From an optimization exercise on the open Yosys and OpenROAD flow, aimed at small area and a short achievable clock period; shortcuts taken in it are not production practice. Only simulation tests tie the RTL to the original design; equivalence was not proved.

## dsp_trader
module dsp_trader (
    input  wire        clk,
    input  wire        rst,
    input  wire [15:0] price_in,
    input  wire        price_valid,
    output wire [31:0] trade_word,
    output reg         trade_valid
);
    reg [31:0] ema_short;
    reg [31:0] ema_long;
    reg [7:0]  cnt;
    reg        p_ge;    
    reg        p_le;    
    reg [15:0] last_price;
    wire n1 = ~ema_short[3];
    wire n2 = ~ema_short[4];
    wire n3 = ~ema_short[5];
    wire n4 = ~ema_short[6];
    wire n5 = ~ema_short[7];
    wire n6 = ~ema_short[8];
    wire n7 = ~ema_short[9];
    wire n8 = ~ema_short[10];
    wire n9 = ~ema_short[11];
    wire n10 = ~ema_short[12];
    wire n11 = ~ema_short[13];
    wire n12 = ~ema_short[14];
    wire n13 = ~ema_short[15];
    wire n14 = ~ema_short[16];
    wire n15 = ~ema_short[17];
    wire n16 = ~ema_short[18];
    wire n17 = ~ema_short[19];
    wire n18 = ~ema_short[20];
    wire n19 = ~ema_short[21];
    wire n20 = ~ema_short[22];
    wire n21 = ~ema_short[23];
    wire n22 = ~ema_short[24];
    wire n23 = ~ema_short[25];
    wire n24 = ~ema_short[26];
    wire n25 = ~ema_short[27];
    wire n26 = ~ema_short[28];
    wire n27 = ~ema_short[29];
    wire n28 = ~ema_short[30];
    wire n29 = ~ema_short[31];
    wire n30 = ~|ema_short[2:0];
    wire n31 = ema_short[13] ^ price_in[0];
    wire n32 = n31 ^ n14;
    wire n33 = ema_short[13] & price_in[0];
    wire n34 = ema_short[13] ^ price_in[0];
    wire n35 = n14 & n34;
    wire n36 = n33 | n35;
    wire n37 = ema_short[14] ^ price_in[1];
    wire n38 = n37 ^ n15;
    wire n39 = ema_short[14] & price_in[1];
    wire n40 = ema_short[14] ^ price_in[1];
    wire n41 = n15 & n40;
    wire n42 = n39 | n41;
    wire n43 = ema_short[15] ^ price_in[2];
    wire n44 = n43 ^ n16;
    wire n45 = ema_short[15] & price_in[2];
    wire n46 = ema_short[15] ^ price_in[2];
    wire n47 = n16 & n46;
    wire n48 = n45 | n47;
    wire n49 = ema_short[16] ^ price_in[3];
    wire n50 = n49 ^ n17;
    wire n51 = ema_short[16] & price_in[3];
    wire n52 = ema_short[16] ^ price_in[3];
    wire n53 = n17 & n52;
    wire n54 = n51 | n53;
    wire n55 = ema_short[17] ^ price_in[4];
    wire n56 = n55 ^ n18;
    wire n57 = ema_short[17] & price_in[4];
    wire n58 = ema_short[17] ^ price_in[4];
  ...
clock: 7.5 ns
lec_check: 0
cap_margin: 20
core_margin: 2
core_utilization: 40
cts_buf_list: sky130_fd_sc_hd__clkbuf_4 sky130_fd_sc_hd__clkbuf_8
setup_slack_margin: 3.5
slew_margin: 20
standard.sh (not shown) runs the stock make flow with config.mk's settings and CLKGATE_MAP_FILE= SYNTH_SCRIPT=/design/flow/synth_recipe.tcl, a recipe that flattens the netlist after the stock synthesis.
==> flow/flow/run.sh <==
#!/bin/bash
# The standard layout with three changes:
#  - synthesis maps logic with a shorter ABC script (one &dch + &nf mapping pass and
#    gate sizing) instead of ORFS's five-round speed script; the ORFS scripts are copied
#    into this work folder and only abc_speed.script is replaced;
#  - the half-adder cells (ha_*) are added to the don't-use list, so Yosys extracts only
#    full adders and ABC maps the rest of the adders' logic itself; every register is as
#    in the standard synthesis;
#  - the port buffers are buf_1 cells instead of the default choice (a slow delay-buffer
#    cell that resizing may not swap out).
set -euo pipefail
here=$PWD
rm -rf "$here/orfs_scripts"
cp -r "$FLOW_HOME/scripts" "$here/orfs_scripts"
cp "$here/flow/abc_speed.script" "$here/orfs_scripts/abc_speed.script"
# the platform's own don't-use list, plus the half adders
dont_use=$(sed -n '/^export DONT_USE_CELLS += /,/^#/p' "$FLOW_HOME/platforms/sky130hd/config.mk" \
  | grep -o 'sky130_fd_sc_hd__[a-z0-9_]*' | tr '\n' ' ')
dont_use="$dont_use sky130_fd_sc_hd__ha_1 sky130_fd_sc_hd__ha_2 sky130_fd_sc_hd__ha_4"
echo "DONT_USE_CELLS=$dont_use" > dont_use.log
bash standard.sh "SCRIPTS_DIR=$here/orfs_scripts" "DONT_USE_CELLS=$dont_use" \
  'BUFFER_PORTS_ARGS=-buffer_cell sky130_fd_sc_hd__buf_1' finish > standard_flow.log 2>&1
==> flow/flow/abc_speed.script <==
&get -n
&st
&dch
&nf
&put
buffer -c
topo
stime -c
upsize -c
dnsize -c
The baseline finished with timing, DRC and antenna clean.
Then changed:
==> flow/flow/run.sh (replaced) <==
#!/bin/bash
# The standard layout with two changes:
#  - synthesis maps logic with a shorter ABC script (one &dch + &nf mapping pass and
#    gate sizing) instead of ORFS's five-round speed script; every other synthesis step,
#    and so every register, is unchanged. The ORFS scripts are copied into this work
#    folder and only abc_speed.script is replaced.
#  - the port buffers are buf_1 cells instead of the default choice (a slow delay-buffer
#    cell that resizing may not swap out).
set -euo pipefail
here=$PWD
rm -rf "$here/orfs_scripts"
cp -r "$FLOW_HOME/scripts" "$here/orfs_scripts"
cp "$here/flow/abc_speed.script" "$here/orfs_scripts/abc_speed.script"
bash standard.sh "SCRIPTS_DIR=$here/orfs_scripts" \
  'BUFFER_PORTS_ARGS=-buffer_cell sky130_fd_sc_hd__buf_1' finish > standard_flow.log 2>&1
Outcome: The new run went through all stages and came out clean; critical path depth came out higher by 1; routed wire length is about the same; design area came out higher by 6.1%; setup slack is worse by 0.033 ns; non-clock buffer count came out higher by 4; via count came out lower by 1.2%; core utilization came out higher by 0.66 points; first-iteration DRC count came out lower by 31%; count of clock-buffer cells in the layout stays the same.
Then changed:
==> flow/flow/run.sh (replaced) <==
#!/bin/bash
# The standard layout with three changes:
#  - synthesis maps logic with a shorter ABC script (one &dch + &nf mapping pass and
#    gate sizing) instead of ORFS's five-round speed script; the ORFS scripts are copied
#    into this work folder and only abc_speed.script is replaced;
#  - the half-adder cells (ha_*) are added to the don't-use list, so Yosys extracts only
#    full adders and ABC maps the rest of the adders' logic itself; every register is as
#    in the standard synthesis;
#  - the port buffers are buf_1 cells instead of the default choice (a slow delay-buffer
#    cell that resizing may not swap out).
set -euo pipefail
here=$PWD
rm -rf "$here/orfs_scripts"
cp -r "$FLOW_HOME/scripts" "$here/orfs_scripts"
cp "$here/flow/abc_speed.script" "$here/orfs_scripts/abc_speed.script"
# the platform's own don't-use list, plus the half adders
dont_use=$(sed -n '/^export DONT_USE_CELLS += /,/^#/p' "$FLOW_HOME/platforms/sky130hd/config.mk" \
  | grep -o 'sky130_fd_sc_hd__[a-z0-9_]*' | tr '\n' ' ')
dont_use="$dont_use sky130_fd_sc_hd__ha_1 sky130_fd_sc_hd__ha_2 sky130_fd_sc_hd__ha_4"
echo "DONT_USE_CELLS=$dont_use" > dont_use.log
bash standard.sh "SCRIPTS_DIR=$here/orfs_scripts" "DONT_USE_CELLS=$dont_use" \
  'BUFFER_PORTS_ARGS=-buffer_cell sky130_fd_sc_hd__buf_1' finish > standard_flow.log 2>&1
Settings changed: SETUP_SLACK_MARGIN 3.5 to 3.7.
=>
- maximum frequency rises by 4.2%
- non-clock buffer count falls by 2

[what the ideal ports hide]
Ports are ideal in the flow. The routed layouts listed here were re-timed in OpenROAD.
Step 1 (the two cells are an assumption about what drives the block):
set clk [get_ports {clk}]
set_driving_cell -lib_cell sky130_fd_sc_hd__clkbuf_16 $clk
set_driving_cell -lib_cell sky130_fd_sc_hd__buf_2 [delete_from_list [all_inputs] $clk]
Step 2, shift: input delay + t, output delay - t, t = (earliest + latest rising clock arrival at the registers) / 2. This alone moves slack from input paths to output paths.
Slacks: ideal / step 1 / step 2; pairs: ideal / step 1.
run | t (ns) | setup WS [ns] | worst setup path at the end | worst register clock-pin slew, ns | worst slew at a driven data input, ns
the first run | 0.409 | 3.654 / 3.669 / 3.260 | input to register | 0.10 / 0.10 | 0.03
the second run | 0.425 | 3.621 / 3.638 / 3.213 | input to register | 0.10 / 0.10 | 0.03
the third run | 0.428 | 3.777 / 3.793 / 3.365 | input to register | 0.11 / 0.11 | 0.04
After both steps every run listed still meets setup and hold. The setup slack of the third run, which loses most, moves by +0.016 ns with the drivers and by -0.412 ns with both steps.
